From an optimization exercise on the open Yosys and OpenROAD flow, aimed at small area and a short achievable clock period; shortcuts taken in it are not production practice. RTL that was checked went through simulation tests only; none was proved equivalent to the original. For runs 2 and 7, only the layout was checked, not whether the RTL still works. No activity file was given, so power comes from the tool's default toggle rates.

--- design/flow/flow/run.sh ---
#!/bin/bash
set -euo pipefail
mapfile -t KNOBS < <(grep -v '^\s*$' flow/knobs.txt)
bash standard.sh "${KNOBS[@]}" finish > flow_make.log 2>&1
--- design/flow/flow/knobs.txt ---
SETUP_SLACK_MARGIN=5.45
CTS_ARGS=-sink_clustering_enable -repair_clock_nets -buf_list sky130_fd_sc_hd__clkbuf_8 -dont_use_dummy_load
BUFFER_PORTS_ARGS=-buffer_cell sky130_fd_sc_hd__buf_1
--- design/flow/standard.sh ---
#!/bin/bash
# synth_recipe.tcl (not shown) runs the flow's synth.tcl, then flattens the netlist and writes it again
# the make line also repeats each setting of config.mk as NAME=value (left out here)
make -C /OpenROAD-flow-scripts/flow DESIGN_CONFIG=/design/flow/config.mk WORK_HOME=/design/flow/orfs CLKGATE_MAP_FILE= SYNTH_SCRIPT=/design/flow/synth_recipe.tcl "${@:-finish}"
--- design/flow/config.mk ---
export PLATFORM = sky130hd
export DESIGN_NAME = tanh9slices
export DESIGN_NICKNAME = tanh9slices
export VERILOG_FILES = /design/flow/design.v
export SDC_FILE = /design/flow/constraint.sdc
export NUM_CORES = 4
export LEC_CHECK = 0
export CAP_MARGIN = 20
export CORE_MARGIN = 2
export CORE_UTILIZATION = 40
export SLEW_MARGIN = 20
--- design/flow/constraint.sdc ---
create_clock -name core_clock -period 8.0 [get_ports {clk}]
set_input_delay 1.6000 -clock core_clock [delete_from_list [all_inputs] [get_ports {clk}]]
set_output_delay 1.6000 -clock core_clock [all_outputs]
set_load 0.01 [all_outputs]
--- design/flow/design.v ---
`timescale 1ns / 1ps
module tanh9_lane (
    input  wire        clk,
    input  wire [15:0] x,
    output wire [15:0] y
);
    wire        s_in = x[15];
    wire [14:0] ua   = x[14:0] ^ {15{s_in}};
    wire sat_in = ua[14] | ua[13] | (ua[12] & ua[11]);
    wire lo683  = (ua[10:0] < 11'd683);
    wire hi1365 = (~ua[10:0] < 11'd683);
    reg        s1_s, s1_sat, s1_h;
    reg [10:0] s1_u;
    reg        gA, gB, gC, gD, gE;
    always @(posedge clk) begin
        s1_s   <= s_in;
        s1_sat <= sat_in;
        s1_u   <= x[10:0];
        s1_h   <= ua[12];
        gA <= ~sat_in & ~ua[12] & ~ua[11] &  lo683;     
        gB <= ~sat_in & ~ua[12] & ~ua[11] & ~lo683;     
        gC <= ~sat_in & ~ua[12] &  ua[11] & ~hi1365;    
        gD <= ~sat_in & ((~ua[12] & ua[11] & hi1365) | (ua[12] & ~ua[11] & lo683));   
        gE <= ~sat_in & ua[12] & ~ua[11] & ~lo683;     
    end
    wire        s = s1_s;
    wire [10:0] u = s1_u;
    wire gD1 = gD & ~s1_h;
    wire gD2 = gD & s1_h;
    wire p1 = gA | (gC & u[0]);
    wire p2 = (gA & ~u[0]);
    wire gs3 = gD | gE;
    wire p4 = (gs3 & u[0]) | (gC & u[1]) | (gA & ~u[1]);
    wire p5 = (gs3 & u[1]) | (gC & u[2]) | (gA & ~u[2]);
    wire gs6 = ~(gA | s1_sat);
    wire p7 = gA | (gs6 & u[0]);
    wire p8 = (gA & ~u[0]) | (gs3 & u[2]) | (gC & u[3]);
    wire p9 = (gA & ~u[3]);
    wire p10 = (gs6 & u[1]) | (gA & ~u[1]);
    wire p11 = (gs3 & u[3]) | (gC & u[4]) | (gA & ~u[4]);
    wire p12 = (gD & u[0]);
    wire p13 = (gs6 & u[2]) | (gA & ~u[2]);
    wire p14 = (gs3 & u[4]) | (gC & u[5]) | (gA & ~u[5]);
    wire p15 = (gE & u[0]) | (gD & u[1]);
    wire p16 = gA | (gs6 & u[3]);
    wire p17 = (gB & u[0]) | (gA & ~u[0]) | (gs3 & u[5]) | (gC & u[6]);
    wire p18 = (gE & u[1]) | (gD & u[2]) | (gA & ~u[3]);
    wire p19 = (gA & ~u[6]);
    wire p20 = (gA & ~u[1]) | (gs6 & u[4]);
    wire p21 = (gB & u[1]) | (gA & ~u[4]) | (gs3 & u[6]) | (gC & u[7]);
    wire p22 = (gD & u[0]) | (gE & u[2]) | (gA & ~u[7]);
    wire p23 = (gD & u[3]);
    wire p24 = (gA & ~u[2]) | (gs6 & u[5]);
    wire p25 = (gB & u[0]) | (gA & ~u[5]) | (gs3 & u[7]) | (gC & u[8]);
    wire p26 = (gD & u[1]) | (gB & u[2]) | (gE & u[3]) | (gA & ~u[8]);
    wire p27 = (gD & u[4]);
    wire p28 = (gA & ~u[3]) | (gs6 & u[6]);
    wire p29 = (gC & u[0]) | (gB & u[1]) | (gA & ~u[6]) | (gs3 & u[8]);
    wire p30 = (gD & u[2]) | (gB & u[3]) | (gE & u[4]) | (gC & u[9]) | (gA & ~u[9]);
    wire p31 = (gD & u[5]);
    wire p32 = (gA & ~u[10]) | (gs6 & u[7]);
    wire p33 = (gB & u[0]) | (gC & u[1]) | (gA & ~u[4]) | (gs3 & u[9]);
    wire p34 = (gC & u[10]) | (gB & u[2]) | (gD & u[3]) | (gE & u[5]) | (gA & ~u[7]);
    wire p35 = (gB & u[4]) | (gD & u[6]);
    wire p36 = (gA & ~s) | (gs6 & u[8]);
    wire p37 = (gC & s) | (gA & u[0]) | (gB & u[1]) | (gs3 & u[10]);
    wire p38 = (gC & u[2]) | (gB & u[3]) | (gD & u[4]) | (gA & ~u[5]) | (gE & u[6]);
    wire p39 = (gB & u[5]) | (gD & u[7]) | (gA & ~u[8]);
    wire p40 = s1_sat | (gA & ~s) | (gs6 & u[9]);
    wire gs41 = gC | gE | gD1;
    wire p42 = (gs41 & s) | (gA & u[1]) | (gB & u[2]) | (gD2 & u[5]);
    wire p43 = (gC & u[3]) | (gB & u[4]) | (gA & ~u[6]) | (gE & u[7]) | (gD & u[8]);
    wire p44 = (gD2 & ~s) | (gD1 & u[5]) | (gB & u[6]) | (gA & ~u[9]);
    wire gs45 = ~(gB | gC);
    wire gs46 = gB | gC;
    wire p47 = (gs45 & ~s) | (gs46 & u[10]);
    wire p48 = (gC & s) | (gs3 & u[10]) | (gA & ~u[10]) | (gB & u[3]);
    wire p49 = (gA & u[2]) | (gC & u[4]) | (gB & u[5]) | (gD & u[6]) | (gE & u[8]);
    wire p50 = (gB & u[7]) | (gA & ~u[7]) | (gD & u[9]);
    wire gs51 = gB | s1_sat;
    wire p52 = gs41 | (gs51 & s) | (gD2 & u[10]) | (gA & u[3]);
    wire p53 = (gB & u[4]) | (gC & u[5]) | (gD & u[7]) | (gA & ~u[8]) | (gE & u[9]);
    wire p54 = (gD1 & u[10]) | (gB & u[6]);
    wire p55 = (gB & u[8]);
    wire gs56 = gA | gB | s1_sat;
    wire p57 = gC | (gs56 & ~s) | (gE & u[10]) | (gD & u[8]);
    wire p58 = (gD1 & s) | (gA & u[4]) | (gB & u[5]) | (gC & u[6]);
    wire p59 = (gB & u[7]) | (gA & ~u[9]);
    wire p60 = (gB & u[9]);
    wire gs61 = gA | s1_sat | gD2;
    wire p62 = (gB & s) | (gs61 & ~s) | (gC & u[7]) | (gD1 & u[9]);
    wire p63 = (gB & u[10]) | (gA & ~u[10]) | (gD2 & u[9]);
    wire p64 = (gA & u[5]) | (gB & u[6]);
    wire p65 = (gB & u[8]);
    wire gs66 = gC | gD;
    wire gs67 = gE | s1_sat;
    wire p68 = gB | (gs66 & s) | (gs67 & ~s) | (gA & u[6]);
    wire p69 = (gD & u[10]) | (gB & u[7]) | (gC & u[8]);
    wire p70 = (gB & u[9]);
    wire gs71 = gB | gD2;
    wire gs72 = gA | gE | s1_sat;
    wire p73 = gs71 | (gC & s) | (gs72 & ~s);
    wire p74 = (gB & u[10]) | (gA & u[7]) | (gC & u[9]);
    wire p75 = (gB & u[8]);
    wire gs76 = gA | gE | s1_sat | gD1;
    wire p77 = gD2 | (gs46 & s) | (gs76 & ~s);
    wire p78 = (gC & u[10]) | (gA & u[8]) | (gB & u[9]);
    wire gs79 = gC | gD2;
    wire p80 = gs79 | (gs76 & ~s) | (gB & u[10]);
    wire p81 = (gA & u[9]);
    wire p82 = gs79 | (gs76 & ~s);
    wire p83 = (gA & u[10]);
    wire s84 = p16 ^ p17;
    wire c85 = p16 & p17;
    wire s86 = p20 ^ p21 ^ p22;
    wire c87 = (p20 & p21) | (p20 & p22) | (p21 & p22);
    wire s88 = p24 ^ p25 ^ p26;
    wire c89 = (p24 & p25) | (p24 & p26) | (p25 & p26);
    wire s90 = p28 ^ p29 ^ p30;
    wire c91 = (p28 & p29) | (p28 & p30) | (p29 & p30);
    wire s92 = p32 ^ p33 ^ p34;
    wire c93 = (p32 & p33) | (p32 & p34) | (p33 & p34);
    wire s94 = p36 ^ p37 ^ p38;
    wire c95 = (p36 & p37) | (p36 & p38) | (p37 & p38);
    wire s96 = p40 ^ p42 ^ p43;
    wire c97 = (p40 & p42) | (p40 & p43) | (p42 & p43);
    wire s98 = p47 ^ p48 ^ p49;
    wire c99 = (p47 & p48) | (p47 & p49) | (p48 & p49);
    wire s100 = p52 ^ p53 ^ p54;
    wire c101 = (p52 & p53) | (p52 & p54) | (p53 & p54);
    wire s102 = p57 ^ p58 ^ p59;
    wire c103 = (p57 & p58) | (p57 & p59) | (p58 & p59);
    wire s104 = p62 ^ p63 ^ p64;
    wire c105 = (p62 & p63) | (p62 & p64) | (p63 & p64);
    wire s106 = p68 ^ p69;
    wire c107 = p68 & p69;
    wire s108 = p73 ^ p74;
    wire c109 = p73 & p74;
    wire s110 = p7 ^ p8;
    wire c111 = p7 & p8;
    wire s112 = p10 ^ p11 ^ p12;
    wire c113 = (p10 & p11) | (p10 & p12) | (p11 & p12);
    wire s114 = p13 ^ p14 ^ p15;
    wire c115 = (p13 & p14) | (p13 & p15) | (p14 & p15);
    wire s116 = p18 ^ p19 ^ s84;
    wire c117 = (p18 & p19) | (p18 & s84) | (p19 & s84);
    wire s118 = p23 ^ c85 ^ s86;
    wire c119 = (p23 & c85) | (p23 & s86) | (c85 & s86);
    wire s120 = p27 ^ c87 ^ s88;
    wire c121 = (p27 & c87) | (p27 & s88) | (c87 & s88);
    wire s122 = p31 ^ c89 ^ s90;
    wire c123 = (p31 & c89) | (p31 & s90) | (c89 & s90);
    wire s124 = p35 ^ c91 ^ s92;
    wire c125 = (p35 & c91) | (p35 & s92) | (c91 & s92);
    wire s126 = p39 ^ c93 ^ s94;
    wire c127 = (p39 & c93) | (p39 & s94) | (c93 & s94);
    wire s128 = p44 ^ c95 ^ s96;
    wire c129 = (p44 & c95) | (p44 & s96) | (c95 & s96);
    wire s130 = p50 ^ c97 ^ s98;
    wire c131 = (p50 & c97) | (p50 & s98) | (c97 & s98);
    wire s132 = p55 ^ c99 ^ s100;
    wire c133 = (p55 & c99) | (p55 & s100) | (c99 & s100);
    wire s134 = p60 ^ c101 ^ s102;
    wire c135 = (p60 & c101) | (p60 & s102) | (c101 & s102);
    wire s136 = p65 ^ c103 ^ s104;
    wire c137 = (p65 & c103) | (p65 & s104) | (c103 & s104);
    wire s138 = p70 ^ c105 ^ s106;
    wire c139 = (p70 & c105) | (p70 & s106) | (c105 & s106);
    wire s140 = p75 ^ c107 ^ s108;
    wire c141 = (p75 & c107) | (p75 & s108) | (c107 & s108);
    wire s142 = p77 ^ p78 ^ c109;
    wire c143 = (p77 & p78) | (p77 & c109) | (p78 & c109);
    wire s144 = p80 ^ p81;
    wire c145 = p80 & p81;
    wire s146 = p82 ^ p83;
    wire s147 = c145 ^ s146;
    wire [21:0] ra = {s147, c143, c141, c139, c137, c135, c133, c131, c129, c127, c125, c123, c121, c119, c117, c115, c113, c111, p9, p5, p4, p1};
    wire [21:0] rb = {1'b0, s144, s142, s140, s138, s136, s134, s132, s130, s128, s126, s124, s122, s120, s118, s116, s114, s112, s110, 1'b0, 1'b0, p2};
    wire [6:0] lo = {1'b0, ra[5:0]} + {1'b0, rb[5:0]};
    reg        s2_s, s2_c;
    reg [21:6] s2_a, s2_b;
    always @(posedge clk) begin
        s2_s <= s; s2_c <= lo[6]; s2_a <= ra[21:6]; s2_b <= rb[21:6];
    end
    wire [21:6] sum = s2_a + s2_b + {15'd0, s2_c};
    wire [10:0] r = sum[21:11];
    reg        s3_s;
    reg [10:0] s3_y;
    always @(posedge clk) begin
        s3_s <= s2_s;
        s3_y <= r;
    end
    assign y = {{5{s3_s}}, s3_y};
endmodule
module tanh9slices (
    input wire clk,
    input wire rst_n,
    input wire signed [15:0] x0_in,
    input wire signed [15:0] x1_in,
    input wire valid_in,
    output wire signed [15:0] y0_out,
    output wire signed [15:0] y1_out,
    output reg valid_out
);
    reg v1, v2;
    always @(posedge clk or negedge rst_n) begin
        if (!rst_n) begin
            v1 <= 1'b0; v2 <= 1'b0; valid_out <= 1'b0;
        end else begin
            v1 <= valid_in; v2 <= v1; valid_out <= v2;
        end
    end
    tanh9_lane lane0 (.clk(clk), .x(x0_in), .y(y0_out));
    tanh9_lane lane1 (.clk(clk), .x(x1_in), .y(y1_out));
endmodule
==> flow_metrics.py, run 1 <==
metrics = {
    "setup_path": {
        "crit_chain": "buf_2",
        "path_max_fanout": 5,
        "crit_type": "flop to primary output",
        "critical-path-max-stage-delay_ns": 0.36,
        "rrSetupSlack_ns": 5.56,
        "rr_worst_depth": 6,
        "crit_buf_inv": 1,
        "reg2reg_from": "lane1.gD$_DFF_P_",
        "slowest_stage": "dfxtp_4",
        "cp-start-kind": "flop",
        "cpLargestDelayFamily": "flip-flops",
        "crit_arrival_ns": 0.93,
        "cp-end-kind": "primary output",
        "worstPathRequired_ns": 6.40,
        "r2r_end": "lane1.s2_b[11]$_DFF_P_",
    },
    "floorplan": {
        "die_w_um": 141.6,
        "ios": 68,
        "die_height_um": 141.6,
        "num_rows": 50,
        "core_um2": 18640,
        "dieArea_um2": 20040,
        "start_util": 0.4060,
    },
    "worst_hold_path": {
        "hold_depth": 0,
        "hp-class": "flop to flop",
        "min_to": "lane1.s3_s$_DFF_P_",
        "hold_path_startpoint": "lane1.s2_s$_DFF_P_",
    },
    "synth": {
        "ys_seq_area_frac": 0.3484,
        "synth_ff_type": "dfxtp_1",
        "netlist_instances": 834,
        "synth_edf_count": 0,
        "synth_cell_type_count": 63,
        "synth.cell_area_um2": 7570,
        "synth_top_area_frac": 0.3385,
        "synth-seq-cells": 131,
        "syn_nets": 967,
        "synthTopCellsByArea": "dfxtp_1 (34%), fa_1 (14%), ha_1 (7.6%)",
        "ys_async_sr_fraction": 0.02290,
        "yosys.area.top_type": "dfxtp_1",
        "avgSynthCellArea_um2": 9.076,
        "yosysWarnings": 2,
    },
    "grt": {
        "grt_max_degree": 30,
        "antenna_found_initial": 0,
        "first_global_vias": 5643,
        "track_usage": 0.1672,
        "grt_pass1_wl_um": 26970,
        "overflow": 0,
    },
    "detailed_routing": {
        "postRouteAntennaNets": 0,
        "wl_per_cell_um": 14.54,
        "drt-initial-drc-count": 548,
        "route.detailed.drc": 0,
        "viasPerCell": 5.284,
        "routed_wl_um": 15950,
        "vias": 5796,
        "drt-pass1-iter-count": 5,
    },
    "clock_tree": {
        "cts_root_buf": "clkbuf_8",
        "clk_latency_ns": 0.44,
        "htreeDepth": 4,
        "clk_pin_slew_worst_paths_ns": 0.08,
        "clk_path_buf_depth": 2,
        "cts_made_buffers": 17,
        "tritoncts": "yes",
        "cts.sinks": 131,
    },
    "timing": {
        "min_period_over_period": 0.3165,
        "hold_violations": 0,
        "min_period_ns": 2.532,
        "clock_skew_ns": 0.02159,
        "drv_slew": 0,
        "worst_pin_slew_ns": 0.7116,
        "fin_setup_tns_ns": 0,
        "rsz0062_at_grt": "true",
        "max_slew_margin": 0.5250,
        "finalSetupViolations": 0,
        "clock.fmax_mhz": 394.9,
    },
    "cells_and_area": {
        "drive_gt1_frac": 0.07879,
        "nets": 998,
        "final_cell_mix": "dfxtp_1 (116), nand2_1 (99), inv_1 (69)",
        "final_common_cell": "dfxtp_1",
        "syn2layout_area_growth_pct": 8.529,
        "n_antenna_cell": 0,
        "final-instance-count-excl-fill": 1097,
    },
    "pwr": {
        "p_per_area_nw_per_um2": 185.1,
        "switching_share": 0.2939,
        "ir_worst_vdd_mv": 0.1007,
        "p_seq_frac": 0.526,
        "internal-power_w": 0.001074,
        "combinationalPowerShare": 0.214,
        "p_clk_frac": 0.259,
        "p_leak_nw": 3.876,
        "p_switching_w": 0.0004468,
    },
    "job": {
        "max_cap_viol_count": 0,
    },
    "status": {
        "status": "timing/DRC/antenna clean",
    },
    "placement": {
        "dp.cells": 1077,
        "hpwl_um": 11940,
        "portBuffers": 67,
        "place_congestion": 0.9164,
    },
}
per-stage QoR:
stage	setup WS (ns)	util	cell area, um^2	hold WS, ns	power, W
3_3_place_gp	5.194	0.4219	7866	0.3101	0.001135
2_1_floorplan	5.386	-	7577	0.3096	0.001043
4_1_cts	5.409	0.4360	8129	0.3392	0.001550
6_report	5.468	0.4407	8215	0.3350	0.001520
3_5_place_dp	5.186	0.4219	7866	0.3221	0.001140
5_1_grt	5.401	0.4407	8215	0.3492	0.001633
power groups by stage:
stage	clock, W	combinational [W]	sequential (W)
after floorplan	0	0.000239	0.000804
after global placement	0	0.000320	0.000815
after detailed placement	0	0.000327	0.000813
after CTS	0.000422	0.000329	0.000800
after global routing	0.000444	0.000379	0.000810
final	0.000394	0.000326	0.000800
cell families after synthesis:
family / after synthesis / share of synthesized area
simple gates: 253 / 0.1582
compound gates: 197 / 0.1790
flops: 131 / 0.3484
buf+inv: 128 / 0.06843
fa+ha+maj: 98 / 0.2136
xor+xnor: 23 / 0.02661
mux: 4 / 0.005785
worst max-delay path by stage:
| stage | cells past startpoint | endpoint | startpoint |
|---|---|---|---|
| after detailed placement | 7 | lane1.gA$_DFF_P_ | x1_in[1] |
| after CTS | 7 | lane1.s2_b[14]$_DFF_P_ | lane1.s1_h$_DFF_P_ |
| after floorplan | 6 | lane0.gA$_DFF_P_ | x0_in[1] |
| after global routing | 1 | y1_out[12] | lane1.s3_s$_DFF_P_ |
| after global placement | 7 | lane1.gA$_DFF_P_ | x1_in[1] |
| final | 1 | y1_out[15] | lane1.s3_s$_DFF_P_ |
metal layers:
metal,part of all wire,vias to the layer above,global-route usage
li1,-,2870,-
met3,0.056,27,0.03510
met5,0,-,0
met1,0.44,2681,0.2114
met4,0.020,0,0.07000
met2,0.49,218,0.2785
cell type report:
cell class | instances | area [um^2]
Tap cell | 234 | 292.8
Timing Repair Buffer | 70 | 325.3
Clock buffer | 17 | 234.0
Fill cell | 1858 | 10430
Multi-Input combinational cell | 575 | 4437
Sequential cell | 131 | 2660
Inverter | 70 | 266.5
registers in the layout, summed over array words and instances (netlist names), 11 cells and up:
register / cells
lane0.s1_u: 11
lane0.s2_a: 16
lane0.s2_b: 15
lane1.s2_b: 15
lane1.s1_u: 11
lane0.s3_y: 11
lane1.s2_a: 16
lane1.s3_y: 11
Yosys cell counts, types with 3 or more instances:
cell type / n
a211oi_1: 6
a21o_1: 16
a21oi_1: 65
a21oi_2: 3
a221o_1: 6
a221oi_1: 6
a22o_1: 3
a22oi_1: 19
and2_1: 18
and3_1: 5
buf_1: 3
buf_4: 10
clkbuf_1: 45
dfrtp_1: 3
dfxtp_1: 128
fa_1: 52
ha_1: 46
inv_1: 70
mux2_2: 3
nand2_1: 99
nand2b_1: 11
nand3_1: 29
nand4_1: 7
nor2_1: 38
nor2b_1: 18
nor3_1: 16
o211ai_1: 6
o21a_1: 12
o21ai_0: 19
o21ai_1: 7
o21bai_1: 3
xnor2_1: 17
xor2_1: 6
repair_timing:
| item | in CTS | in global routing |
|---|---|---|
| gates resized for setup | 19 | 27 |
| setup endpoints to repair | 41 | 30 |
| buffers inserted | 0 | 3 |
| hold buffers | 0 | 0 |
| gates cloned | 0 | 0 |
==> inputs of run 2 (changes only) <==
--- a/design/flow/design.v
+++ b/design/flow/design.v
@@ -7,8 +7,10 @@
     wire        s_in = x[15];
     wire [14:0] ua   = x[14:0] ^ {15{s_in}};
     wire sat_in = ua[14] | ua[13] | (ua[12] & ua[11]);
-    wire lo683  = (ua[10:0] < 11'd683);
-    wire hi1365 = (~ua[10:0] < 11'd683);
+    wire c1 = (x[10:0] < 11'd683);
+    wire c2 = (x[10:0] > 11'd1364);
+    wire lo683  = s_in ? c2 : c1;
+    wire hi1365 = s_in ? c1 : c2;
     reg        s1_s, s1_sat, s1_h;
     reg [10:0] s1_u;
     reg        gA, gB, gC, gD, gE;
==> run 2 against run 1 <==
  * Routed wire length increased by 10%
  * Combinational power increased by 45%
  * Sequential cell count unchanged
  * Die area increased by 3.0%
  * Critical path depth increased by 6
  * Cell count increased by 6.6%
  * First-iteration DRC count decreased by 2.9%
  * Sequential share of layout area decreased by 1.5 points
  * Clock power about the same
  * Critical path type is now input pin to flop
==> flow_metrics.py, run 2 <==
metrics = {
    "status": {
        "status": "timing/DRC/antenna clean",
    },
    "cells_and_area": {
        "syn2layout_area_growth_pct": 10.31,
        "n_antenna_cell": 0,
        "nets": 1039,
        "drive_gt1_frac": 0.09513,
        "nFillCells": 1924,
        "reg_top3": "lane0.s2_a x16, lane1.s2_a x16",
        "postLayoutCoreUtil": 0.4453,
        "final_cell_mix": "dfxtp_1 (114), nand2_1 (95), a21oi_1 (72)",
        "final_common_cell": "dfxtp_1",
        "final-instance-count-excl-fill": 1169,
        "multi_input_area_um2": 4720,
        "regArea_um2": 2663,
    },
    "setup_path": {
        "path_max_fanout": 4,
        "cpLargestDelayFamily": "simple AND/OR/NAND/NOR gates",
        "critical-path-max-stage-delay_ns": 0.28,
        "slowest_stage": "nor4bb_4",
        "rrSetupSlack_ns": 5.49,
        "cp-end-kind": "flop",
        "crit_chain": "buf_4 -> nor4bb_4 -> nand4b_1 -> a21oi_2 -> nor2_2 -> mux2_4 -> and2_1",
        "crit_type": "input pin to flop",
        "cp-start-kind": "input pin",
        "reg2reg_from": "lane1.gD$_DFF_P_",
        "crit_buf_inv": 1,
        "rr_worst_depth": 7,
        "r2r_end": "lane1.s2_c$_DFF_P_",
        "worstPathRequired_ns": 8.29,
        "crit_arrival_ns": 2.87,
    },
    "placement": {
        "dp.cells": 1149,
        "place_congestion": 0.8713,
        "hpwl_um": 13110,
        "place_ws_ns": 4.991,
        "portBuffers": 67,
    },
    "grt": {
        "track_usage": 0.1786,
        "overflow": 0,
        "grt_pass1_wl_um": 29150,
        "first_global_vias": 5897,
        "grt_max_degree": 30,
        "antenna_found_initial": 0,
    },
    "timing": {
        "clock_skew_ns": 0.02888,
        "clock.fmax_mhz": 387.8,
        "max_slew_margin": 0.5573,
        "setup_slack_ns": 5.422,
        "hold_violations": 0,
        "min_period_ns": 2.578,
        "fin_setup_tns_ns": 0,
        "whs_ns": 0.3250,
        "min_period_over_period": 0.3223,
        "rsz0062_at_grt": "true",
        "drv_slew": 0,
        "finalSetupViolations": 0,
        "worst_pin_slew_ns": 0.6631,
    },
    "synth": {
        "synth_edf_count": 0,
        "ys_seq_area_frac": 0.3379,
        "avgSynthCellArea_um2": 8.900,
        "synth-seq-cells": 131,
        "synthTopCellsByArea": "dfxtp_1 (33%), fa_1 (13%), ha_1 (7.4%)",
        "synth_ff_type": "dfxtp_1",
        "netlist_instances": 877,
        "yosysWarnings": 2,
        "synth_cell_type_count": 65,
        "syn_nets": 1010,
        "ys_async_sr_fraction": 0.02290,
        "yosys.area.top_type": "dfxtp_1",
        "synth.cell_area_um2": 7805,
        "synth_most_common_cell": "dfxtp_1",
        "ys_top_cells_by_count": "dfxtp_1 (128), nand2_1 (95), a21oi_1 (73)",
        "synth_top_area_frac": 0.3283,
    },
    "pwr": {
        "ir_worst_vdd_mv": 0.1359,
        "internal-power_w": 0.001153,
        "p_leak_nw": 3.990,
        "p_switching_w": 0.0005487,
        "combinationalPowerShare": 0.278,
        "p_per_area_nw_per_um2": 197.7,
        "p_seq_frac": 0.489,
        "switching_share": 0.3224,
        "p_clk_frac": 0.233,
    },
    "clock_tree": {
        "tritoncts": "yes",
        "cts.sinks": 131,
        "cts_root_buf": "clkbuf_8",
        "clk_latency_ns": 0.44,
        "clk_path_buf_depth": 2,
        "clk_pin_slew_worst_paths_ns": 0.07,
        "htreeDepth": 4,
        "hold_buffers": 0,
        "cts_made_buffers": 17,
    },
    "worst_hold_path": {
        "hp-class": "flop to flop",
        "hold_depth": 0,
        "min_to": "lane0.s3_s$_DFF_P_",
        "hold_path_startpoint": "lane0.s2_s$_DFF_P_",
    },
    "floorplan": {
        "start_util": 0.4037,
        "die_w_um": 143.7,
        "dieArea_um2": 20650,
        "die_height_um": 143.7,
        "ios": 68,
        "num_rows": 51,
        "core_um2": 19330,
    },
    "detailed_routing": {
        "routed_wl_um": 17580,
        "viasPerCell": 5.251,
        "postRouteAntennaNets": 0,
        "drt-initial-drc-count": 532,
        "route.detailed.drc": 0,
        "drt-pass1-iter-count": 6,
        "vias": 6138,
        "wl_per_cell_um": 15.04,
    },
    "job": {
        "max_cap_viol_count": 0,
    },
}
## run 2: cell types whose count changed after synthesis, sizes merged, moves of 4 or more
cell / previous run / this run
o21bai: 3 / 7
nor2: 38 / 51
or3: 0 / 5
a21oi: 68 / 74
a22oi: 19 / 15
o211ai: 7 / 11
xor2: 6 / 10
## run 2: logic make-up (layout without fill, tap and decap cells)
family / count (synthesis) / after routing / synth area share
muxes: 3 / 3 / 0.004008
DFF: 131 / 131 / 0.3379
and+or+nand+nor: 272 / 272 / 0.1661
adders and majority gates: 98 / 98 / 0.2071
buffers and inverters: 131 / 158 / 0.06797
AOI/OAI and AO/OA: 218 / 218 / 0.1900
xor gates and xnor gates: 24 / 24 / 0.02693
## run 2: how the worst max path moves through the flow
stage	start	to	cells after the start
after CTS	lane1.gE$_DFF_P_	lane1.s2_c$_DFF_P_	7
after floorplan	x0_in[9]	lane0.gA$_DFF_P_	6
final	x0_in[3]	lane0.gA$_DFF_P_	7
after detailed placement	x0_in[8]	lane0.gA$_DFF_P_	7
after global placement	x0_in[8]	lane0.gA$_DFF_P_	7
after global routing	lane1.gD$_DFF_P_	lane1.s2_c$_DFF_P_	7
## run 2: worst register-to-register path: cells and delay by family (launching register included)
kind,cells,cell delay [ns]
AO/OA/AOI/OAI,3,0.73
adder cells (fa/ha/maj),2,0.69
buffers and inverters,1,0.07
flip-flops,1,0.45
AND/OR/NAND/NOR,1,0.45
## run 2: area by class of cell
class,count,share of cell area
Tap cell,265,0.03851
Sequential cell,131,0.3093
Multi-Input combinational cell,615,0.5482
Inverter,71,0.03139
Clock buffer,17,0.02718
Timing Repair Buffer,70,0.04549
## run 2: metal layers
metal | routed length [um] | global-route usage | up-vias
met3 | 1299 | 0.04199 | 29
li1 | - | - | 3053
met4 | 348 | 0.06502 | 0
met5 | 0 | 0 | -
met1 | 8285 | 0.2497 | 2804
met2 | 7650 | 0.2694 | 252
## run 2: timing repair
item                                   4_1_cts  5_1_grt
setup endpoints to repair                   47       38
setup buffers                                0        3
cloned                                       0        0
endpoints found under the hold margin        0        0
gates resized for setup                     27       49
pin swaps                                    1        6
## run 2: stage by stage
| stage | power [W] | instance area (um^2) |
|---|---|---|
| after detailed placement | 0.001300 | 8152 |
| after global routing | 0.001830 | 8610 |
| after CTS | 0.001707 | 8422 |
| after global placement | 0.001298 | 8152 |
| after floorplan | 0.001165 | 7854 |
| final | 0.001702 | 8610 |
## run 2: power groups by stage
stage	Sequential, W	Clock, W	Combinational, W
after CTS	0.000829	0.000412	0.000465
after detailed placement	0.000842	0	0.000458
after floorplan	0.000833	0	0.000332
final	0.000833	0.000396	0.000473
after global placement	0.000843	0	0.000455
after global routing	0.000845	0.000439	0.000546
==> inputs of run 3 (changes only) <==
--- a/design/flow/design.v
+++ b/design/flow/design.v
@@ -7,10 +7,8 @@
     wire        s_in = x[15];
     wire [14:0] ua   = x[14:0] ^ {15{s_in}};
     wire sat_in = ua[14] | ua[13] | (ua[12] & ua[11]);
-    wire c1 = (x[10:0] < 11'd683);
-    wire c2 = (x[10:0] > 11'd1364);
-    wire lo683  = s_in ? c2 : c1;
-    wire hi1365 = s_in ? c1 : c2;
+    wire lo683  = (ua[10:0] < 11'd683);
+    wire hi1365 = (~ua[10:0] < 11'd683);
     reg        s1_s, s1_sat, s1_h;
     reg [10:0] s1_u;
     reg        gA, gB, gC, gD, gE;
==> design/flow/flow/knobs.txt (replaced) <==
SETUP_SLACK_MARGIN=5.55
CTS_ARGS=-sink_clustering_enable -repair_clock_nets -root_buf sky130_fd_sc_hd__clkbuf_16 -buf_list sky130_fd_sc_hd__clkbuf_8 -dont_use_dummy_load
BUFFER_PORTS_ARGS=-buffer_cell sky130_fd_sc_hd__buf_1
MATCH_CELL_FOOTPRINT=0
==> run 3 against run 2 <==
  * Still clean
  * Synthesized cell count down 4.9%
  * Register-to-register slack better by 0.18 ns
  * Clock power up 4%
  * Critical path depth down 6
  * Global-route usage down 0.76 points
  * First-iteration DRC count up 1.7%
  * Core utilization up 0.24 points
  * Sequential share of layout area up 1.1 points
  * Design area down 3.1%
  * Sequential cell count unchanged
  * Largest cell class unchanged
  * Largest power group unchanged
  * Highest routed layer unchanged
==> flow_metrics.py, run 3 <==
metrics = {
    "setup_path": {
        "crit_arrival_ns": 0.87,
        "cp-end-kind": "primary output",
        "slowest_stage": "dfxtp_4",
        "cp-start-kind": "flop",
        "crit_type": "flop to primary output",
        "crit_chain": "buf_2",
        "critical-path-max-stage-delay_ns": 0.37,
        "path_max_fanout": 5,
        "cpLargestDelayFamily": "flip-flops",
        "worstPathRequired_ns": 6.40,
        "crit_buf_inv": 1,
    },
    "placement": {
        "hpwl_um": 12040,
        "portBuffers": 67,
        "dp.cells": 1077,
        "place_congestion": 0.9029,
    },
    "timing": {
        "finalSetupViolations": 0,
        "worst_pin_slew_ns": 0.5786,
        "drv_slew": 0,
        "hold_violations": 0,
        "min_period_over_period": 0.3087,
        "fin_setup_tns_ns": 0,
        "max_slew_margin": 0.6138,
        "min_period_ns": 2.470,
        "clock_skew_ns": 0.02435,
        "rsz0062_at_grt": "true",
        "clock.fmax_mhz": 404.9,
    },
    "cells_and_area": {
        "final_common_cell": "dfxtp_1",
        "final-instance-count-excl-fill": 1100,
        "drive_gt1_frac": 0.1189,
        "nets": 1001,
        "syn2layout_area_growth_pct": 10.25,
        "final_cell_mix": "dfxtp_1 (110), nand2_1 (99), inv_1 (69)",
        "n_antenna_cell": 0,
        "reg_top3": "lane0.s2_a x16, lane1.s2_a x16",
    },
    "synth": {
        "yosys.area.top_type": "dfxtp_1",
        "avgSynthCellArea_um2": 9.076,
        "ys_seq_area_frac": 0.3484,
        "yosysWarnings": 2,
        "synth-seq-cells": 131,
        "synth_most_common_cell": "dfxtp_1",
        "syn_nets": 967,
        "ys_async_sr_fraction": 0.02290,
        "synth_ff_type": "dfxtp_1",
        "netlist_instances": 834,
        "synth_edf_count": 0,
        "synthTopCellsByArea": "dfxtp_1 (34%), fa_1 (14%), ha_1 (7.6%)",
        "ys_top_cells_by_count": "dfxtp_1 (128), nand2_1 (99), inv_1 (70)",
        "synth_top_area_frac": 0.3385,
        "synth.cell_area_um2": 7570,
        "synth_cell_type_count": 63,
    },
    "detailed_routing": {
        "viasPerCell": 5.345,
        "drt-pass1-iter-count": 5,
        "routed_wl_um": 16340,
        "route.detailed.drc": 0,
        "postRouteAntennaNets": 0,
        "wl_per_cell_um": 14.85,
        "vias": 5879,
        "drt-initial-drc-count": 541,
    },
    "clock_tree": {
        "clk_latency_ns": 0.37,
        "clk_pin_slew_worst_paths_ns": 0.08,
        "htreeDepth": 4,
        "cts_root_buf": "clkbuf_16",
        "hold_buffers": 0,
        "clk_path_buf_depth": 2,
        "cts.sinks": 131,
        "cts_made_buffers": 17,
        "tritoncts": "yes",
    },
    "floorplan": {
        "num_rows": 50,
        "core_um2": 18640,
        "die_height_um": 141.6,
        "start_util": 0.4060,
        "die_w_um": 141.6,
        "dieArea_um2": 20040,
        "ios": 68,
    },
    "pwr": {
        "p_leak_nw": 3.954,
        "ir_worst_vdd_mv": 0.1045,
        "p_per_area_nw_per_um2": 186.3,
    },
    "grt": {
        "grt_max_degree": 30,
        "grt_pass1_wl_um": 27410,
        "antenna_found_initial": 0,
        "overflow": 0,
        "track_usage": 0.1710,
        "first_global_vias": 5695,
    },
    "worst_hold_path": {
        "hp-class": "flop to flop",
    },
    "status": {
        "status": "timing/DRC/antenna clean",
    },
    "job": {
        "max_cap_viol_count": 0,
    },
}
## run 3: timing repair
item | CTS | global route
endpoints found under the setup margin | 53 | 64
gates resized for setup | 47 | 47
pin swaps | 0 | 4
buffers inserted | 0 | 6
hold endpoints to repair | 0 | 0
## run 3: cells by family (layout without fill, tap and decap cells)
family / after synthesis / after routing / share of synthesized area
AO/OA/AOI/OAI: 197 / 197 / 0.1790
XOR/XNOR: 23 / 23 / 0.02661
adder cells (fa/ha/maj): 98 / 98 / 0.2136
buffers and inverters: 128 / 160 / 0.06843
flip-flops: 131 / 131 / 0.3484
multiplexers: 4 / 4 / 0.005785
AND/OR/NAND/NOR: 253 / 253 / 0.1582
## run 3: final timing paths
check / startpoint / end / slack, ns / depth (start not counted)
worst max register to register: lane0.gE$_DFF_P_ / lane0.s2_c$_DFF_P_ / 5.67 / 7
max in group asynchronous: rst_n / valid_out$_DFF_PN0_ / 6.78 / 1
worst min register to register: lane0.s2_s$_DFF_P_ / lane0.s3_s$_DFF_P_ / 0.33 / 0
worst min-delay path: lane0.s2_s$_DFF_P_ / lane0.s3_s$_DFF_P_ / 0.33 / 0
worst max-delay path: lane1.s3_s$_DFF_P_ / y1_out[12] / 5.53 / 1
min in group asynchronous: rst_n / v1$_DFF_PN0_ / 1.05 / 1
## run 3: worst reg2reg max path: cells and delay by family (launching register included)
family | cells | cell delay (ns)
compound gates | 4 | 0.87
flops | 1 | 0.42
simple gates | 1 | 0.39
fa+ha+maj | 2 | 0.56
## run 3: report_power, final
part           switching, W  internal, W
Sequential        0.0000576     0.000745
Clock              0.000211     0.000200
Combinational      0.000187     0.000154
Total              0.000456      0.00110
## run 3: routing by layer
metal	track usage	vias to the layer above	wire length, um
met4	0.07368	0	373
li1	-	2886	-
met2	0.2813	219	7968
met3	0.04556	35	918
met5	0	-	0
met1	0.2125	2739	7077
## run 3: cell type report
class                           instances  area (um^2)
Timing Repair Buffer                   73        392.9
Sequential cell                       131         2673
Multi-Input combinational cell        575         4476
Tap cell                              234        292.8
Inverter                               70        266.5
Clock buffer                           17        245.2
Fill cell                            1864        10300
## run 3: per-stage QoR
stage,worst slack [ns],hold slack (ns),utilization,instance area (um^2),total power (W)
CTS,5.500,0.3293,0.4402,8207,0.001569
global route,5.473,0.3396,0.4477,8346,0.001668
global placement,5.192,0.3104,0.4225,7876,0.001136
finish,5.530,0.3292,0.4477,8346,0.001555
floorplan,5.387,0.3096,-,7587,0.001043
detailed placement,5.162,0.3181,0.4225,7876,0.001141
==> inputs of run 4 (changes only) <==
==> design/flow/flow/knobs.txt (replaced) <==
SETUP_SLACK_MARGIN=5.4
CTS_ARGS=-sink_clustering_enable -repair_clock_nets -root_buf sky130_fd_sc_hd__clkbuf_16 -buf_list sky130_fd_sc_hd__clkbuf_8 -dont_use_dummy_load
BUFFER_PORTS_ARGS=-buffer_cell sky130_fd_sc_hd__buf_1
MATCH_CELL_FOOTPRINT=0
==> run 4 against run 3 <==
  * Still clean on timing, DRC and antenna
  * Highest routed layer unchanged
  * Clock skew down 0.0033 ns
  * Worst hold slack improved by 0.011 ns
  * Maximum frequency down 1.9%
  * Sequential share of layout area up 0.44 points
  * Largest power group unchanged
  * Sequential cell count unchanged
  * Routed wire length decreased by 2.4%
==> flow_metrics.py, run 4 <==
metrics = {
    "cells_and_area": {
        "reg_top3": "lane0.s2_a x16, lane1.s2_a x16",
        "drive_gt1_frac": 0.05098,
        "nFillCells": 1855,
        "final-instance-count-excl-fill": 1097,
        "nets": 998,
        "final_cell_mix": "dfxtp_1 (122), nand2_1 (99), inv_1 (69)",
        "n_antenna_cell": 0,
        "syn2layout_area_growth_pct": 7.736,
        "final_common_cell": "dfxtp_1",
    },
    "grt": {
        "grt_max_degree": 30,
        "track_usage": 0.1666,
        "first_global_vias": 5637,
        "grt_pass1_wl_um": 26930,
        "antenna_found_initial": 0,
        "overflow": 0,
    },
    "synth": {
        "synth_top_family_by_area": "adder cells",
        "synthAdderAreaFrac": 0.2136,
        "syn_nets": 967,
        "synth_most_common_cell": "dfxtp_1",
        "synth_cell_type_count": 63,
        "synthMuxAreaShare": 0.005785,
        "synth-seq-cells": 131,
        "ys_seq_area_frac": 0.3484,
        "synth_ff_type": "dfxtp_1",
        "synthTopCellsByArea": "dfxtp_1 (34%), fa_1 (14%), ha_1 (7.6%)",
        "ys_top_cells_by_count": "dfxtp_1 (128), nand2_1 (99), inv_1 (70)",
        "yosysWarnings": 2,
        "synth.cell_area_um2": 7570,
        "synth_xor_xnor_area_share": 0.02661,
        "synth-compound-area-share": 0.1790,
        "synth_edf_count": 0,
        "ys_async_sr_fraction": 0.02290,
        "synth_top_area_frac": 0.3385,
        "avgSynthCellArea_um2": 9.076,
        "yosys.area.top_type": "dfxtp_1",
        "yosys.area_share.simple": 0.1582,
        "netlist_instances": 834,
    },
    "setup_path": {
        "crit_buf_inv": 1,
        "worstPathRequired_ns": 6.40,
        "crit_arrival_ns": 0.92,
        "critical-path-max-stage-delay_ns": 0.38,
        "slowest_stage": "dfxtp_1",
        "path_max_fanout": 5,
        "crit_type": "flop to primary output",
        "cpLargestDelayFamily": "flip-flops",
        "cp-end-kind": "primary output",
        "cp-start-kind": "flop",
        "crit_chain": "buf_1",
    },
    "floorplan": {
        "die_height_um": 141.6,
        "start_util": 0.4060,
        "num_rows": 50,
        "core_um2": 18640,
        "dieArea_um2": 20040,
        "die_w_um": 141.6,
        "ios": 68,
    },
    "detailed_routing": {
        "wl_met3_um": 876,
        "route.detailed.drc": 0,
        "viasPerCell": 5.301,
        "wl_per_cell_um": 14.53,
        "wl_met2_um": 7727,
        "drt-initial-drc-count": 548,
        "drt-pass1-iter-count": 5,
        "postRouteAntennaNets": 0,
        "routed_wl_um": 15940,
        "m1WireLength_um": 6991,
        "vias": 5815,
        "top_layer_used": "met4",
    },
    "pwr": {
        "p_per_area_nw_per_um2": 187.4,
        "p_leak_nw": 3.821,
        "ir_worst_vdd_mv": 0.09913,
    },
    "status": {
        "status": "timing/DRC/antenna clean",
    },
    "placement": {
        "hpwl_um": 11940,
        "dp.cells": 1077,
        "place_congestion": 0.9164,
        "portBuffers": 67,
    },
    "timing": {
        "min_period_ns": 2.517,
        "drv_slew": 0,
        "hold_violations": 0,
        "worst_pin_slew_ns": 0.7573,
        "rsz0062_at_grt": "true",
        "clock.fmax_mhz": 397.2,
        "min_period_over_period": 0.3147,
        "fin_setup_tns_ns": 0,
        "clock_skew_ns": 0.02105,
        "max_slew_margin": 0.4944,
        "finalSetupViolations": 0,
    },
    "clock_tree": {
        "tritoncts": "yes",
        "cts_made_buffers": 17,
        "clk_path_buf_depth": 2,
        "hold_buffers": 0,
        "clk_pin_slew_worst_paths_ns": 0.08,
        "clk_latency_ns": 0.37,
        "cts_root_buf": "clkbuf_16",
        "htreeDepth": 4,
        "cts.sinks": 131,
    },
    "job": {
        "max_cap_viol_count": 0,
    },
    "worst_hold_path": {
        "hp-class": "flop to flop",
    },
}
[run 4: cell types whose count changed in the layout (fill, tap and decap cells not counted), sizes merged]
cell,delta
clkbuf,-18
buf,+15
[run 4: what timing repair did]
item / 4_1_cts / 5_1_grt
endpoints found under the setup margin: 19 / 12
setup buffers: 0 / 3
resized for setup: 5 / 6
[run 4: final cells by class]
class	count	area (um^2)	share of cell area
clock buffer	17	245.2	0.03007
tap	234	292.8	0.03590
timing repair buffer	70	274.0	0.03360
multi-input combinational	575	4429	0.5431
inverter	70	266.5	0.03268
sequential	131	2648	0.3246
[run 4: final timing paths]
kind | startpoint | to | slack (ns) | cells past startpoint
min reg2reg | lane1.s2_s$_DFF_P_ | lane1.s3_s$_DFF_P_ | 0.34 | 0
max reg2reg | lane0.gE$_DFF_P_ | lane0.s2_c$_DFF_P_ | 5.50 | 7
max in group asynchronous | rst_n | v2$_DFF_PN0_ | 6.80 | 1
max | lane1.s3_s$_DFF_P_ | y1_out[12] | 5.48 | 1
min in group asynchronous | rst_n | v1$_DFF_PN0_ | 1.05 | 1
min | lane1.s2_s$_DFF_P_ | lane1.s3_s$_DFF_P_ | 0.34 | 0
[run 4: metrics by stage]
stage / area (um^2) / utilization / hold WS [ns] / total power (W) / setup slack (ns)
floorplan: 7577 / - / 0.3096 / 0.001043 / 5.386
global placement: 7866 / 0.4219 / 0.3101 / 0.001135 / 5.194
detailed placement: 7866 / 0.4219 / 0.3221 / 0.001140 / 5.186
CTS: 8118 / 0.4354 / 0.3446 / 0.001561 / 5.404
global route: 8155 / 0.4375 / 0.3515 / 0.001641 / 5.288
finish: 8155 / 0.4375 / 0.3405 / 0.001529 / 5.483
[run 4: layer usage]
layer / vias to the layer above / track usage
li1: 2865 / -
met1: 2679 / 0.2114
met2: 234 / 0.2780
met3: 37 / 0.03409
met4: 0 / 0.06842
met5: - / 0
[run 4: cell families after synthesis]
logic type      count (synthesis)
simple gates                  253
buf+inv                       128
mux                             4
xor+xnor                       23
compound gates                197
flops                         131
fa+ha+maj                      98
[run 4: report_power, final]
group	internal [W]	switching [W]	leakage, nW	total (W)
combinational	0.000138	0.000184	2.59	0.000322
sequential	0.000745	0.0000549	1.10	0.000800
clock	0.000199	0.000208	0.127	0.000407
total	0.00108	0.000447	3.82	0.00153
==> inputs of run 5 (changes only) <==
==> design/flow/flow/knobs.txt (replaced) <==
SETUP_SLACK_MARGIN=5.45
CTS_ARGS=-sink_clustering_enable -repair_clock_nets -root_buf sky130_fd_sc_hd__clkbuf_16 -buf_list sky130_fd_sc_hd__clkbuf_8 -dont_use_dummy_load
BUFFER_PORTS_ARGS=-buffer_cell sky130_fd_sc_hd__buf_1
MATCH_CELL_FOOTPRINT=0
==> run 5 against run 4 <==
  * Still clean
  * Core utilization rose by 0.087 points
  * Setup slack better by 0.032 ns
  * Total power hardly changed
  * Worst hold slack got worse by 0.0044 ns
  * Register-to-register slack improved by 0.05 ns
  * Design area is 0.20% higher
  * Sequential share of layout area about the same
  * Global-route usage unchanged
  * First-iteration DRC count is 1.1% higher
  * Largest cell class unchanged
==> flow_metrics.py, run 5 <==
metrics = {
    "cells_and_area": {
        "final_common_cell": "dfxtp_1",
        "drive_gt1_frac": 0.06141,
        "syn2layout_area_growth_pct": 7.950,
        "n_antenna_cell": 0,
        "final_cell_mix": "dfxtp_1 (118), nand2_1 (99), inv_1 (69)",
        "reg_top3": "lane0.s2_a x16, lane1.s2_a x16",
        "postLayoutCoreUtil": 0.4383,
        "nets": 998,
    },
    "grt": {
        "track_usage": 0.1666,
        "first_global_vias": 5637,
        "antenna_found_initial": 0,
        "overflow": 0,
        "grt_pass1_wl_um": 26930,
        "grt_max_degree": 30,
    },
    "pwr": {
        "p_per_area_nw_per_um2": 187.2,
        "p_seq_frac": 0.523,
        "combinationalPowerShare": 0.211,
        "ir_worst_vdd_mv": 0.09885,
        "internal-power_w": 0.001083,
        "p_switching_w": 0.0004468,
        "p_clk_frac": 0.266,
        "p_leak_nw": 3.832,
        "switching_share": 0.2921,
    },
    "setup_path": {
        "crit_type": "flop to primary output",
        "cp-start-kind": "flop",
        "crit_arrival_ns": 0.89,
        "worstPathRequired_ns": 6.40,
        "crit_buf_inv": 1,
        "critical-path-max-stage-delay_ns": 0.36,
        "crit_chain": "buf_1",
        "cp-end-kind": "primary output",
        "slowest_stage": "dfxtp_1",
        "path_max_fanout": 1,
        "cpLargestDelayFamily": "flip-flops",
    },
    "floorplan": {
        "dieArea_um2": 20040,
        "die_w_um": 141.6,
        "core_um2": 18640,
        "die_height_um": 141.6,
        "num_rows": 50,
        "ios": 68,
        "start_util": 0.4060,
    },
    "detailed_routing": {
        "postRouteAntennaNets": 0,
        "routed_wl_um": 15960,
        "drt-pass1-iter-count": 5,
        "wl_per_cell_um": 14.55,
        "drt-initial-drc-count": 554,
        "viasPerCell": 5.308,
        "route.detailed.drc": 0,
        "vias": 5823,
    },
    "worst_hold_path": {
        "hp-class": "flop to flop",
    },
    "timing": {
        "clock.fmax_mhz": 402.3,
        "hold_violations": 0,
        "min_period_over_period": 0.3107,
        "clock_skew_ns": 0.02103,
        "finalSetupViolations": 0,
        "setup_slack_ns": 5.514,
        "fin_setup_tns_ns": 0,
        "worst_pin_slew_ns": 0.6852,
        "min_period_ns": 2.486,
        "whs_ns": 0.3362,
        "rsz0062_at_grt": "true",
        "max_slew_margin": 0.5426,
        "drv_slew": 0,
    },
    "clock_tree": {
        "cts_root_buf": "clkbuf_16",
        "htreeDepth": 4,
        "tritoncts": "yes",
        "cts.sinks": 131,
        "clk_path_buf_depth": 2,
        "clk_latency_ns": 0.37,
        "cts_made_buffers": 17,
        "clk_pin_slew_worst_paths_ns": 0.08,
    },
    "synth": {
        "synth-seq-cells": 131,
        "synth_edf_count": 0,
        "syn_nets": 967,
        "synth_cell_type_count": 63,
        "yosys.area.top_type": "dfxtp_1",
        "synth_most_common_cell": "dfxtp_1",
        "synthTopCellsByArea": "dfxtp_1 (34%), fa_1 (14%), ha_1 (7.6%)",
        "yosysWarnings": 2,
        "ys_async_sr_fraction": 0.02290,
        "ys_seq_area_frac": 0.3484,
        "synth_ff_type": "dfxtp_1",
        "netlist_instances": 834,
        "avgSynthCellArea_um2": 9.076,
        "synth_top_area_frac": 0.3385,
        "synth.cell_area_um2": 7570,
        "ys_top_cells_by_count": "dfxtp_1 (128), nand2_1 (99), inv_1 (70)",
    },
    "placement": {
        "place_congestion": 0.9164,
        "hpwl_um": 11940,
        "portBuffers": 67,
        "place_ws_ns": 5.186,
    },
    "job": {
        "max_cap_viol_count": 0,
    },
    "status": {
        "status": "timing/DRC/antenna clean",
    },
}
==> run 5: repair_timing <==
action	CTS	global route
setup buffers	0	3
endpoints found under the setup margin	31	23
resized for setup	9	11
hold buffers	0	0
cloned	0	0
==> run 5: cell families (layout without fill, tap and decap cells) <==
group / Yosys count / in the layout / synth area share
AND/OR/NAND/NOR: 253 / 253 / 0.1582
flip-flops: 131 / 131 / 0.3484
XOR/XNOR: 23 / 23 / 0.02661
AO/OA/AOI/OAI: 197 / 197 / 0.1790
multiplexers: 4 / 4 / 0.005785
adder cells (fa/ha/maj): 98 / 98 / 0.2136
buffers and inverters: 128 / 157 / 0.06843
==> run 5: power by group through the flow <==
stage | Combinational [W] | Sequential [W] | Clock, W
final | 0.000322 | 0.000800 | 0.000407
after global routing | 0.000375 | 0.000810 | 0.000458
after CTS | 0.000328 | 0.000799 | 0.000434
after detailed placement | 0.000327 | 0.000813 | 0
after global placement | 0.000320 | 0.000815 | 0
after floorplan | 0.000239 | 0.000804 | 0
==> run 5: final cells by class <==
class	instances	area, um^2
fill	1856	10470
multi-input combinational	575	4437
sequential	131	2653
tap	234	292.8
timing repair buffer	70	277.8
inverter	70	266.5
clock buffer	17	245.2
==> run 5: path summary, 6_finish.rpt <==
| check | slack (ns) | cells past startpoint | start | end |
|---|---|---|---|---|
| min in group asynchronous | 1.05 | 1 | rst_n | v1$_DFF_PN0_ |
| max in group asynchronous | 6.80 | 1 | rst_n | v2$_DFF_PN0_ |
| min reg2reg | 0.34 | 0 | lane1.s2_s$_DFF_P_ | lane1.s3_s$_DFF_P_ |
| max | 5.51 | 1 | lane1.s3_y[0]$_DFF_P_ | y1_out[0] |
| max reg2reg | 5.55 | 6 | lane1.gD$_DFF_P_ | lane1.s2_b[11]$_DFF_P_ |
| min | 0.34 | 0 | lane1.s2_s$_DFF_P_ | lane1.s3_s$_DFF_P_ |
==> run 5: per-layer routing <==
layer	up-vias	wire [um]	global-route usage	share of wire
met1	2683	6991	0.2114	0.44
met2	231	7669	0.2780	0.48
met4	0	388	0.06842	0.024
li1	2870	-	-	-
met3	39	912	0.03409	0.057
met5	-	0	0	0
==> run 5: per-stage QoR <==
stage	total power, W	instances	instance area, um^2
final	0.001530	1097	8172
after global routing	0.001642	1097	8172
after CTS	0.001561	1094	8123
after detailed placement	0.001140	1077	7866
after global placement	0.001135	1077	7866
after floorplan	0.001043	834	7577
==> inputs of run 6 (changes only) <==
==> design/flow/flow/knobs.txt (replaced) <==
SETUP_SLACK_MARGIN=5.5
CTS_ARGS=-sink_clustering_enable -repair_clock_nets -root_buf sky130_fd_sc_hd__clkbuf_16 -buf_list sky130_fd_sc_hd__clkbuf_8 -dont_use_dummy_load
BUFFER_PORTS_ARGS=-buffer_cell sky130_fd_sc_hd__buf_1
MATCH_CELL_FOOTPRINT=0
==> run 6 against run 5 <==
  * Sequential cell count unchanged
  * Largest cell class unchanged
  * Cell count decreased by 0.18%
  * Core utilization increased by 0.19 points
  * Combinational power increased by 1%
  * Worst hold slack got worse by 0.017 ns
  * Via count increased by 1.7%
  * Critical endpoint is now y1_out[15]
  * Synthesized cell count unchanged
  * Maximum frequency increased by 0.52%
  * Setup slack improved by 0.013 ns
==> flow_metrics.py, run 6 <==
metrics = {
    "synth": {
        "synth-seq-cells": 131,
        "yosys.area.top_type": "dfxtp_1",
        "syn_nets": 967,
        "yosysWarnings": 2,
        "synth_most_common_cell": "dfxtp_1",
        "ys_top_cells_by_count": "dfxtp_1 (128), nand2_1 (99), inv_1 (70)",
        "ys_seq_area_frac": 0.3484,
        "synth_edf_count": 0,
        "synth_cell_type_count": 63,
        "synth.cell_area_um2": 7570,
        "ys_async_sr_fraction": 0.02290,
        "avgSynthCellArea_um2": 9.076,
        "synth_top_area_frac": 0.3385,
        "synthTopCellsByArea": "dfxtp_1 (34%), fa_1 (14%), ha_1 (7.6%)",
        "netlist_instances": 834,
        "synth_ff_type": "dfxtp_1",
    },
    "clock_tree": {
        "clk_latency_ns": 0.37,
        "clk_pin_slew_worst_paths_ns": 0.08,
        "tritoncts": "yes",
        "cts.sinks": 131,
        "clk_path_buf_depth": 2,
        "cts_root_buf": "clkbuf_16",
        "cts_made_buffers": 17,
        "htreeDepth": 4,
    },
    "timing": {
        "clock.fmax_mhz": 404.4,
        "drv_slew": 0,
        "max_slew_margin": 0.5602,
        "min_period_over_period": 0.3091,
        "finalSetupViolations": 0,
        "fin_setup_tns_ns": 0,
        "rsz0062_at_grt": "true",
        "clock_skew_ns": 0.02110,
        "setup_slack_ns": 5.527,
        "worst_pin_slew_ns": 0.6588,
        "hold_violations": 0,
        "min_period_ns": 2.473,
        "whs_ns": 0.3194,
    },
    "setup_path": {
        "cp-start-kind": "flop",
        "worstPathRequired_ns": 6.40,
        "rrSetupSlack_ns": 5.61,
        "slowest_stage": "dfxtp_4",
        "reg2reg_from": "lane0.s1_u[8]$_DFF_P_",
        "cp.depth": 1,
        "crit_arrival_ns": 0.87,
        "r2r_end": "lane0.s2_b[14]$_DFF_P_",
        "crit_type": "flop to primary output",
        "cpLargestDelayFamily": "flip-flops",
        "cp-end-kind": "primary output",
        "rr_worst_depth": 7,
        "crit_buf_inv": 1,
        "path_max_fanout": 5,
        "critical-path-max-stage-delay_ns": 0.39,
        "crit_chain": "buf_6",
    },
    "grt": {
        "first_global_vias": 5646,
        "antenna_found_initial": 0,
        "grt_pass1_wl_um": 27320,
        "track_usage": 0.1699,
        "grt_max_degree": 30,
        "overflow": 0,
    },
    "floorplan": {
        "core_um2": 18640,
        "num_rows": 50,
        "ios": 68,
        "start_util": 0.4060,
        "die_w_um": 141.6,
        "dieArea_um2": 20040,
        "die_height_um": 141.6,
    },
    "status": {
        "status": "timing/DRC/antenna clean",
    },
    "detailed_routing": {
        "top_layer_used": "met4",
        "drt-pass1-iter-count": 7,
        "routed_wl_um": 16190,
        "postRouteAntennaNets": 0,
        "route.detailed.drc": 0,
        "wl_per_cell_um": 14.78,
        "viasPerCell": 5.408,
        "drt-initial-drc-count": 533,
        "wl_met2_um": 7709,
        "vias": 5922,
        "m1WireLength_um": 7025,
        "wl_met3_um": 967,
    },
    "placement": {
        "place_area_um2": 7866,
        "place_congestion": 0.9147,
        "place_ws_ns": 5.183,
        "portBuffers": 67,
        "hpwl_um": 12040,
    },
    "cells_and_area": {
        "reg_top3": "lane0.s2_a x16, lane1.s2_a x16",
        "syn2layout_area_growth_pct": 8.413,
        "stdcell_area_um2": 8207,
        "drive_gt1_frac": 0.07201,
        "nets": 996,
        "final_cell_mix": "dfxtp_1 (117), nand2_1 (99), inv_1 (69)",
        "final_common_cell": "dfxtp_1",
        "nFillCells": 1868,
        "n_antenna_cell": 0,
    },
    "pwr": {
        "p_per_area_nw_per_um2": 187.7,
        "power_w": 0.001540,
        "ir_worst_vdd_mv": 0.1104,
        "p_leak_nw": 3.854,
    },
    "worst_hold_path": {
        "min_to": "lane0.s3_s$_DFF_P_",
        "hp-class": "flop to flop",
        "hold_depth": 0,
        "hold_path_startpoint": "lane0.s2_s$_DFF_P_",
    },
    "job": {
        "max_cap_viol_count": 0,
    },
}
run 6: cell counts after synthesis:
Identical to the previous run, type by type.
run 6: how the worst max path moves through the flow:
stage | from | endpoint | slack (ns)
CTS | lane1.s1_h$_DFF_P_ | lane1.s2_b[14]$_DFF_P_ | 5.49
finish | lane1.s3_s$_DFF_P_ | y1_out[15] | 5.53
global route | lane0.s1_h$_DFF_P_ | lane0.s2_b[14]$_DFF_P_ | 5.44
detailed placement | x1_in[1] | lane1.gA$_DFF_P_ | 5.18
global placement | x1_in[1] | lane1.gA$_DFF_P_ | 5.20
floorplan | x0_in[1] | lane0.gA$_DFF_P_ | 5.39
run 6: final cells by class:
cell class,instances,area [um^2],area share
inverters,70,266.5,0.03247
repair buffers,68,304.0,0.03705
multi-input cells,575,4442,0.5412
flip-flops and latches,131,2656,0.3237
clock buffers,17,245.2,0.02988
well taps,234,292.8,0.03568
run 6: cells by family (layout without fill, tap and decap cells):
logic type / count (synthesis) / in the layout / synth area share
AOI/OAI and AO/OA: 197 / 197 / 0.1790
xor gates and xnor gates: 23 / 23 / 0.02661
adders and majority gates: 98 / 98 / 0.2136
buffers and inverters: 128 / 155 / 0.06843
DFF: 131 / 131 / 0.3484
muxes: 4 / 4 / 0.005785
and+or+nand+nor: 253 / 253 / 0.1582
run 6: power breakdown:
part | internal [W] | switching, W | leakage, nW
clock | 0.000200 | 0.000213 | 0.127
sequential | 0.000745 | 0.0000561 | 1.10
combinational | 0.000141 | 0.000185 | 2.62
run 6: routing by layer:
metal,GRT usage,up-vias
met5,0,-
met4,0.07263,0
met3,0.04354,53
met2,0.2800,239
met1,0.2120,2756
li1,-,2874
run 6: timing repair:
action / in CTS / in global routing
gates resized for setup: 21 / 21
hold buffers: 0 / 0
setup endpoints to repair: 42 / 35
setup buffers: 0 / 1
run 6: stage by stage:
| step | util | cells |
|---|---|---|
| 2_1_floorplan | - | 834 |
| 3_3_place_gp | 0.4219 | 1077 |
| 3_5_place_dp | 0.4219 | 1077 |
| 4_1_cts | 0.4365 | 1094 |
| 5_1_grt | 0.4402 | 1095 |
| 6_report | 0.4402 | 1095 |
==> inputs of run 7 (changes only) <==
--- a/design/flow/design.v
+++ b/design/flow/design.v
@@ -182,8 +182,8 @@
     always @(posedge clk) begin
         s2_s <= s; s2_c <= lo[6]; s2_a <= ra[21:6]; s2_b <= rb[21:6];
     end
-    wire [21:6] sum = s2_a + s2_b + {15'd0, s2_c};
-    wire [10:0] r = sum[21:11];
+    wire [5:0] mid = {1'b0, s2_a[10:6]} + {1'b0, s2_b[10:6]} + {5'd0, s2_c};
+    wire [10:0] r = s2_a[21:11] + s2_b[21:11] + {10'd0, mid[5]};
     reg        s3_s;
     reg [10:0] s3_y;
     always @(posedge clk) begin
==> run 7 against run 6 <==
  * Still clean on timing, DRC and antenna
  * Core utilization is 1.9 points higher
  * Critical path depth is 13 higher
  * Count of clock-buffer cells in the layout stayed put
  * Critical path type is now flop to flop
  * Critical endpoint is now lane0.s3_y[10]$_DFF_P_
==> flow_metrics.py, run 7 <==
metrics = {
    "pwr": {
        "switching_share": 0.3024,
        "combinationalPowerShare": 0.237,
        "internal-power_w": 0.001117,
        "p_switching_w": 0.0004842,
        "ir_worst_vdd_mv": 0.1018,
        "p_clk_frac": 0.256,
        "p_per_area_nw_per_um2": 178.6,
        "p_seq_frac": 0.507,
        "p_leak_nw": 4.130,
    },
    "synth": {
        "yosys.area.top_type": "dfxtp_1",
        "synth_most_common_cell": "dfxtp_1",
        "syn_nets": 1032,
        "synth-seq-cells": 131,
        "ys_top_cells_by_count": "dfxtp_1 (128), nand2_1 (98), inv_1 (76)",
        "synth_edf_count": 0,
        "synthTopCellsByArea": "dfxtp_1 (32%), fa_1 (14%), ha_1 (6.9%)",
        "netlist_instances": 897,
        "synth_cell_type_count": 63,
        "yosysWarnings": 2,
        "ys_async_sr_fraction": 0.02290,
        "synth_ff_type": "dfxtp_1",
        "avgSynthCellArea_um2": 8.912,
        "synth_top_area_frac": 0.3206,
        "ys_seq_area_frac": 0.3299,
        "synth.cell_area_um2": 7994,
    },
    "cells_and_area": {
        "n_antenna_cell": 0,
        "reg_top3": "lane0.s2_a x16, lane1.s2_a x16",
        "final_common_cell": "dfxtp_1",
        "multi_input_area_um2": 5041,
        "nets": 1059,
        "syn2layout_area_growth_pct": 12.13,
        "final_cell_mix": "dfxtp_1 (109), nand2_1 (97), inv_1 (75)",
        "drive_gt1_frac": 0.1215,
        "regArea_um2": 2671,
        "nFillCells": 1947,
    },
    "grt": {
        "track_usage": 0.1708,
        "grt_max_degree": 32,
        "antenna_found_initial": 0,
        "overflow": 0,
        "first_global_vias": 6091,
        "grt_pass1_wl_um": 29830,
    },
    "worst_hold_path": {
        "hp-class": "flop to flop",
    },
    "timing": {
        "clock_skew_ns": 0.02715,
        "drv_slew": 0,
        "fin_setup_tns_ns": 0,
        "min_period_over_period": 0.3868,
        "min_period_ns": 3.094,
        "max_slew_margin": 0.6073,
        "worst_pin_slew_ns": 0.5869,
        "hold_violations": 0,
        "clock.fmax_mhz": 323.2,
        "rsz0062_at_grt": "true",
        "setup_slack_ns": 4.906,
        "finalSetupViolations": 0,
    },
    "setup_path": {
        "worstPathRequired_ns": 8.31,
        "crit_chain": "ha_4 -> a21o_1 -> a21o_1 -> a21oi_2 -> nor2_1 -> a211oi_2 -> fa_2 -> inv_2 -> fa_2 -> a21oi_2 -> o211ai_1 -> or4_4 -> a211o_1 -> nand3_1",
        "crit_arrival_ns": 3.41,
        "slowest_stage": "or4_4",
        "cp-start-kind": "flop",
        "crit_type": "flop to flop",
        "cpLargestDelayFamily": "compound AO/OA/AOI/OAI gates",
        "crit_buf_inv": 1,
        "critical-path-max-stage-delay_ns": 0.53,
        "cp-end-kind": "flop",
        "path_max_fanout": 3,
    },
    "detailed_routing": {
        "wl_per_cell_um": 14.73,
        "drt-initial-drc-count": 495,
        "route.detailed.drc": 0,
        "viasPerCell": 5.324,
        "drt-pass1-iter-count": 5,
        "postRouteAntennaNets": 0,
        "routed_wl_um": 17490,
        "vias": 6320,
    },
    "clock_tree": {
        "clk_latency_ns": 0.37,
        "clk_path_buf_depth": 2,
        "cts.sinks": 131,
        "tritoncts": "yes",
        "clk_pin_slew_worst_paths_ns": 0.07,
        "cts_root_buf": "clkbuf_16",
        "cts_made_buffers": 17,
        "htreeDepth": 4,
    },
    "floorplan": {
        "num_rows": 51,
        "dieArea_um2": 21130,
        "die_height_um": 145.4,
        "ios": 68,
        "core_um2": 19530,
        "start_util": 0.4094,
        "die_w_um": 145.4,
    },
    "placement": {
        "hpwl_um": 12720,
        "place_congestion": 0.8748,
        "place_ws_ns": 4.863,
        "portBuffers": 67,
    },
    "status": {
        "status": "timing/DRC/antenna clean",
    },
    "job": {
        "max_cap_viol_count": 0,
    },
}
-- run 7: cell types whose count changed after synthesis, sizes merged, moves of 6 or more --
cell and delta:
nand2b +6, a22oi -9, a21oi -8, inv +6, nor2b +13, clkbuf +7
-- run 7: worst paths after layout --
check,start,endpoint,slack (ns),cells past startpoint
max,lane0.s2_a[6]$_DFF_P_,lane0.s3_y[10]$_DFF_P_,4.91,14
min,lane0.s2_s$_DFF_P_,lane0.s3_s$_DFF_P_,0.33,0
max reg2reg,lane0.s2_a[6]$_DFF_P_,lane0.s3_y[10]$_DFF_P_,4.91,14
min reg2reg,lane0.s2_s$_DFF_P_,lane0.s3_s$_DFF_P_,0.33,0
max in group asynchronous,rst_n,v1$_DFF_PN0_,6.84,1
min in group asynchronous,rst_n,v2$_DFF_PN0_,1.02,1
-- run 7: routing by layer --
| metal | track usage | share of wire | vias to the layer above |
|---|---|---|---|
| met1 | 0.2485 | 0.48 | 2944 |
| met2 | 0.2476 | 0.43 | 229 |
| met4 | 0.05882 | 0.015 | 0 |
| met3 | 0.04169 | 0.072 | 25 |
| met5 | 0 | 0 | - |
| li1 | - | - | 3122 |
-- run 7: area by class of cell --
cell class | count | area share
Multi-Input combinational cell | 626 | 0.5624
Sequential cell | 131 | 0.2980
Clock buffer | 17 | 0.02736
Tap cell | 265 | 0.03699
Timing Repair Buffer | 72 | 0.04341
Inverter | 76 | 0.03183
-- run 7: worst reg2reg max path, stage by stage, from the launching register on --
cell and delay [ns]:
dfxtp_2 0.32, ha_4 0.23, a21o_1 0.15, a21o_1 0.17, a21oi_2 0.11, nor2_1 0.05
a211oi_2 0.17, fa_2 0.26, inv_2 0.04, fa_2 0.35, a21oi_2 0.17, o211ai_1 0.13
or4_4 0.53, a211o_1 0.32, nand3_1 0.06
-- run 7: power by group through the flow --
stage	sequential, W	clock, W	combinational (W)
6_report	0.000812	0.000409	0.000380
5_1_grt	0.000822	0.000458	0.000437
4_1_cts	0.000811	0.000432	0.000365
3_5_place_dp	0.000824	0	0.000358
3_3_place_gp	0.000823	0	0.000354
2_1_floorplan	0.000814	0	0.000259
-- run 7: stage by stage --
stage | instances | total power, W | utilization | area, um^2 | hold WS [ns]
floorplan | 897 | 0.001073 | - | 8071 | 0.3096
CTS | 1184 | 0.001608 | 0.4466 | 8721 | 0.3322
finish | 1187 | 0.001601 | 0.4591 | 8964 | 0.3312
global route | 1187 | 0.001717 | 0.4591 | 8964 | 0.3448
global placement | 1165 | 0.001177 | 0.4286 | 8368 | 0.3136
detailed placement | 1165 | 0.001182 | 0.4286 | 8368 | 0.3135
-- run 7: cells by family after synthesis --
logic type	synth area share
compound gates	0.1698
fa+ha+maj	0.2091
mux	0.004069
buf+inv	0.07075
simple gates	0.1966
flops	0.3299
xor+xnor	0.01972
-- run 7: repair_timing --
action | 4_1_cts | 5_1_grt
setup buffers | 2 | 3
pin swaps | 10 | 10
hold buffers | 0 | 0
resized for setup | 42 | 65
endpoints found under the setup margin | 70 | 52

Setup slack of run 7, layout unchanged: 4.906 ns with ideal ports, 4.906 ns with driving cells assumed (clock clkbuf_16, inputs buf_2), 4.906 ns with port delays also shifted by the 0.403 ns mid clock arrival.
